What follows belongs to an exercise in optimizing a design on an open flow for small area, a short achievable clock period and few clock cycles per item; a production flow would make more cautious choices. The RTL was checked by simulation tests, not by an equivalence proof against the original design. No activity file was given, so power comes from the tool's default toggle rates.

Setup of try-amber:
==> flow/design.v <==
module comparison (
	input       iClk,
	input [7:0] iNum1,
	input [7:0] iNum2,
	output reg [7:0] oNum_Smaller,
	output reg [7:0] oNum_Greater
);
	always @(posedge iClk) begin
		if (iNum1 <= iNum2) begin
			oNum_Smaller <= iNum1;
			oNum_Greater <= iNum2;
		end else begin
			oNum_Smaller <= iNum2;
			oNum_Greater <= iNum1;
		end
	end
endmodule
module rank_order(
	input iClk,
	input iRst_n,
	input iValid,
	output oReady,
	input [3:0] iOrder,
	input [7:0] iNum1, iNum2, iNum3,
	input [7:0] iNum4, iNum5, iNum6,
	input [7:0] iNum7, iNum8, iNum9,
	output reg [7:0] oValue,
	output reg oValid
);
	assign oReady = 1'b1;
	wire [71:0] x = {iNum9, iNum8, iNum7, iNum6, iNum5, iNum4, iNum3, iNum2, iNum1};
	function ge8(input [7:0] a, input [7:0] b);
		reg cy; integer q;
		begin
			cy = 1'b1;
			for (q = 0; q < 8; q = q + 1) cy = (a[q] & ~b[q]) | (a[q] & cy) | (~b[q] & cy);
			ge8 = cy;
		end
	endfunction
	function [1:0] fa(input a, input b, input c);
		fa = {(a & b) | (a & c) | (b & c), a ^ b ^ c};
	endfunction
	wire [80:0] ge;
	genvar gi, gj;
	generate
		for (gi = 0; gi < 9; gi = gi + 1) begin : cmp
			for (gj = 0; gj < gi; gj = gj + 1) begin : col
				assign ge[9*gi+gj] = ge8(x[8*gi +: 8], x[8*gj +: 8]);
			end
		end
	endgenerate
	reg [5:0] cs_q [0:8];
	generate
		for (gi = 0; gi < 9; gi = gi + 1) begin : row
			wire [7:0] c;
			for (gj = 0; gj < 9; gj = gj + 1) begin : cb
				if (gj < gi) begin : lo
					assign c[gj] = ge[9*gi+gj];
				end else if (gj > gi) begin : hi
					assign c[gj-1] = ~ge[9*gj+gi];
				end
			end
			wire [1:0] f0 = fa(c[0], c[1], c[2]);
			wire [1:0] f1 = fa(c[3], c[4], c[5]);
			always @(posedge iClk) cs_q[gi] <= {c[7], c[6], f1, f0};
		end
	endgenerate
	reg [71:0] x_q;
	reg [3:0] ord_q;
	reg vld_q;
	always @(posedge iClk) begin
		if (!iRst_n) vld_q <= 1'b0;
		else vld_q <= iValid;
		x_q <= x;
		ord_q <= iOrder;
	end
	wire [3:0] km1 = ord_q - 4'd1;
	wire [3:0] km2 = ord_q - 4'd2;
	wire [8:0] sel;
	wire [71:0] pick;
	generate
		for (gi = 0; gi < 9; gi = gi + 1) begin : rank
			wire [5:0] v = cs_q[gi];
			wire [1:0] f2 = fa(v[0], v[2], v[4]);
			wire [1:0] f3 = fa(v[1], v[3], f2[1]);
			wire [3:0] p = {1'b0, f3[1], f3[0], f2[0]};
			assign sel[gi] = v[5] ? (p == km2) : (p == km1);
			assign pick[8*gi +: 8] = {8{sel[gi]}} & x_q[8*gi +: 8];
		end
	endgenerate
	wire [7:0] res = pick[7:0] | pick[15:8] | pick[23:16] | pick[31:24] | pick[39:32]
	               | pick[47:40] | pick[55:48] | pick[63:56] | pick[71:64];
	always @(posedge iClk) begin
		if (!iRst_n) oValid <= 1'b0;
		else oValid <= vld_q;
		oValue <= res;
	end
endmodule
clock: 5.0 ns
lec_check: 0
cap_margin: 20
core_margin: 2
core_utilization: 55
cts_buf_list: sky130_fd_sc_hd__clkbuf_4 sky130_fd_sc_hd__clkbuf_8
setup_slack_margin: 2.2
slew_margin: 20
standard.sh (not shown) runs the stock make flow with config.mk's settings and CLKGATE_MAP_FILE= SYNTH_SCRIPT=/design/flow/synth_recipe.tcl, a recipe that flattens the netlist after the stock synthesis.
==> flow/flow/run.sh <==
#!/bin/bash
# Standard ORFS layout (the standard.sh) with three changes:
#  - synthesis is the standard flow's own script, except that the final ABC mapping uses
#    flow/abc_delay.script (delay-targeted mapping) instead of ORFS's speed script;
#  - the port buffers are plain buf_2 cells;
#  - repair may swap cells across footprints.
set -euo pipefail
work=$(pwd)
export MY_ABC_SCRIPT=$work/flow/abc_delay.script
export FLOW_SYNTH_TCL=$work/synth_recipe.tcl
bash standard.sh "SYNTH_SCRIPT=$work/flow/synth.tcl" \
  "BUFFER_PORTS_ARGS=-buffer_cell sky130_fd_sc_hd__buf_1" MATCH_CELL_FOOTPRINT=0 \
  finish > standard.log 2>&1
==> flow/flow/abc_delay.script <==
strash
dch
map -D 1500
topo
buffer -c
upsize -c -D 1500
dnsize -c -D 1500
==> flow/flow/synth.tcl <==
# The standard flow's synthesis script, with the final ABC call pointed at our own ABC script.
proc abc {args} {
  set i [lsearch -exact $args -script]
  if {$i >= 0} { lset args [expr {$i + 1}] $::env(MY_ABC_SCRIPT) }
  yosys abc {*}$args
}
source $::env(FLOW_SYNTH_TCL)
Testbench counts of try-amber, summed over its fixed seeds: cycles 9,616, items 9,600.
Modified inputs, try-raven compared to try-amber
# try-amber
export LEC_CHECK = 0
export CAP_MARGIN = 20
export CORE_MARGIN = 2
export CORE_UTILIZATION = 55
export CTS_BUF_LIST = sky130_fd_sc_hd__clkbuf_4 sky130_fd_sc_hd__clkbuf_8
export SETUP_SLACK_MARGIN = 2.2
export SLEW_MARGIN = 20
create_clock -name core_clock -period 5.0 [get_ports {iClk}]
# try-raven
export LEC_CHECK = 0
export CAP_MARGIN = 20
export CORE_MARGIN = 2
export CORE_UTILIZATION = 40
export CTS_BUF_LIST = sky130_fd_sc_hd__clkbuf_4 sky130_fd_sc_hd__clkbuf_8
export SETUP_SLACK_MARGIN = 2.2
export SLEW_MARGIN = 20
create_clock -name core_clock -period 5.0 [get_ports {iClk}]
--- a/flow/flow/run.sh
+++ b/flow/flow/run.sh
@@ -12 +12 @@
-  "BUFFER_PORTS_ARGS=-buffer_cell sky130_fd_sc_hd__buf_1" MATCH_CELL_FOOTPRINT=0 \
+  "BUFFER_PORTS_ARGS=-buffer_cell sky130_fd_sc_hd__buf_2" MATCH_CELL_FOOTPRINT=0 \
try-raven reports a lower achievable frequency than try-amber does. NOTE final weighted congestion in routability-driven placement try-amber->try-raven decreased by a few percent. Compared with try-amber, try-raven degrades standard cell core area. [compare] base=try-amber new=try-raven: first-pass GRT wire length dropped 0.99%; share of cell area taken by flip-flops and latches barely changed; total power barely changed; worst voltage drop across the vdd grid dropped about 27%; fraction of power consumed by the clock network climbed 1.3 points. Compared with try-amber, layout buffer count excluding clock buffers in try-raven decreased by more than 10%. cs_q[4][3]$_DFF_P_ as the end point of the critical path was reported by try-amber, and cs_q[8][0]$_DFF_P_ by try-raven. try-raven vs. try-amber: wire length down 1.0%; clock transition at the registers of the reported paths flat.
The inputs of try-ember differ from those of try-raven as listed below.
# try-raven
export LEC_CHECK = 0
export CAP_MARGIN = 20
export CORE_MARGIN = 2
export CORE_UTILIZATION = 40
export CTS_BUF_LIST = sky130_fd_sc_hd__clkbuf_4 sky130_fd_sc_hd__clkbuf_8
export SETUP_SLACK_MARGIN = 2.2
export SLEW_MARGIN = 20
create_clock -name core_clock -period 5.0 [get_ports {iClk}]
# try-ember
export LEC_CHECK = 0
export CAP_MARGIN = 20
export CORE_MARGIN = 2
export CORE_UTILIZATION = 40
export CTS_BUF_LIST = sky130_fd_sc_hd__clkbuf_4 sky130_fd_sc_hd__clkbuf_8
export CTS_CLUSTER_DIAMETER = 60
export CTS_CLUSTER_SIZE = 30
export SETUP_SLACK_MARGIN = 2.0
export SLEW_MARGIN = 20
create_clock -name core_clock -period 5.0 [get_ports {iClk}]
[summary]
- Looking at sequential share of cell area, try-ember sits 0.16 points above try-raven.
- Critical path arrival: higher on try-ember
- The final core area utilization number comes out higher for try-raven vs try-ember.
- Summary of try-ember over try-raven: routed length on met2 went down by 100 µm, share of synthesized cell area in full adder, half adder and majority cells was more or less identical.
- Design area ends up lower on try-ember.

re-timing with driven ports:
Ports are ideal in the flow. The routed layouts listed here were re-timed in OpenROAD. Step 1 sets driving cells, clkbuf_16 on the clock port and buf_2 on the other inputs (assumed; they add their load-dependent delay and slew). Step 2 moves the port delays by t, midway between the first and last clock arrival at a register: inputs arrive t later, outputs are due t later. That takes back most of the time a late clock gives input paths. a / b / c = ideal ports / drivers / drivers and shift; a / b = the first two.
| run | shift t [ns] | slack for setup (ns) | worst hold slack (ns) | latest minus earliest clock arrival (ns) | worst data-port slew with drivers (ns) |
|---|---|---|---|---|---|
| try-amber | 0.498 | 2.204 / 2.224 / 1.726 | 0.410 / 0.410 / 0.410 | 0.015 / 0.015 | 0.06 |
| try-raven | 0.499 | 2.195 / 2.216 / 1.716 | 0.412 / 0.412 / 0.412 | 0.010 / 0.009 | 0.06 |
| try-ember | 0.499 | 2.225 / 2.225 / 1.753 | 0.412 / 0.412 / 0.412 | 0.009 / 0.009 | 0.06 |
After both steps setup and hold are still met in every run listed. The setup slack of try-raven, which loses most, moves by +0.021 ns with the drivers and by -0.479 ns with both steps.
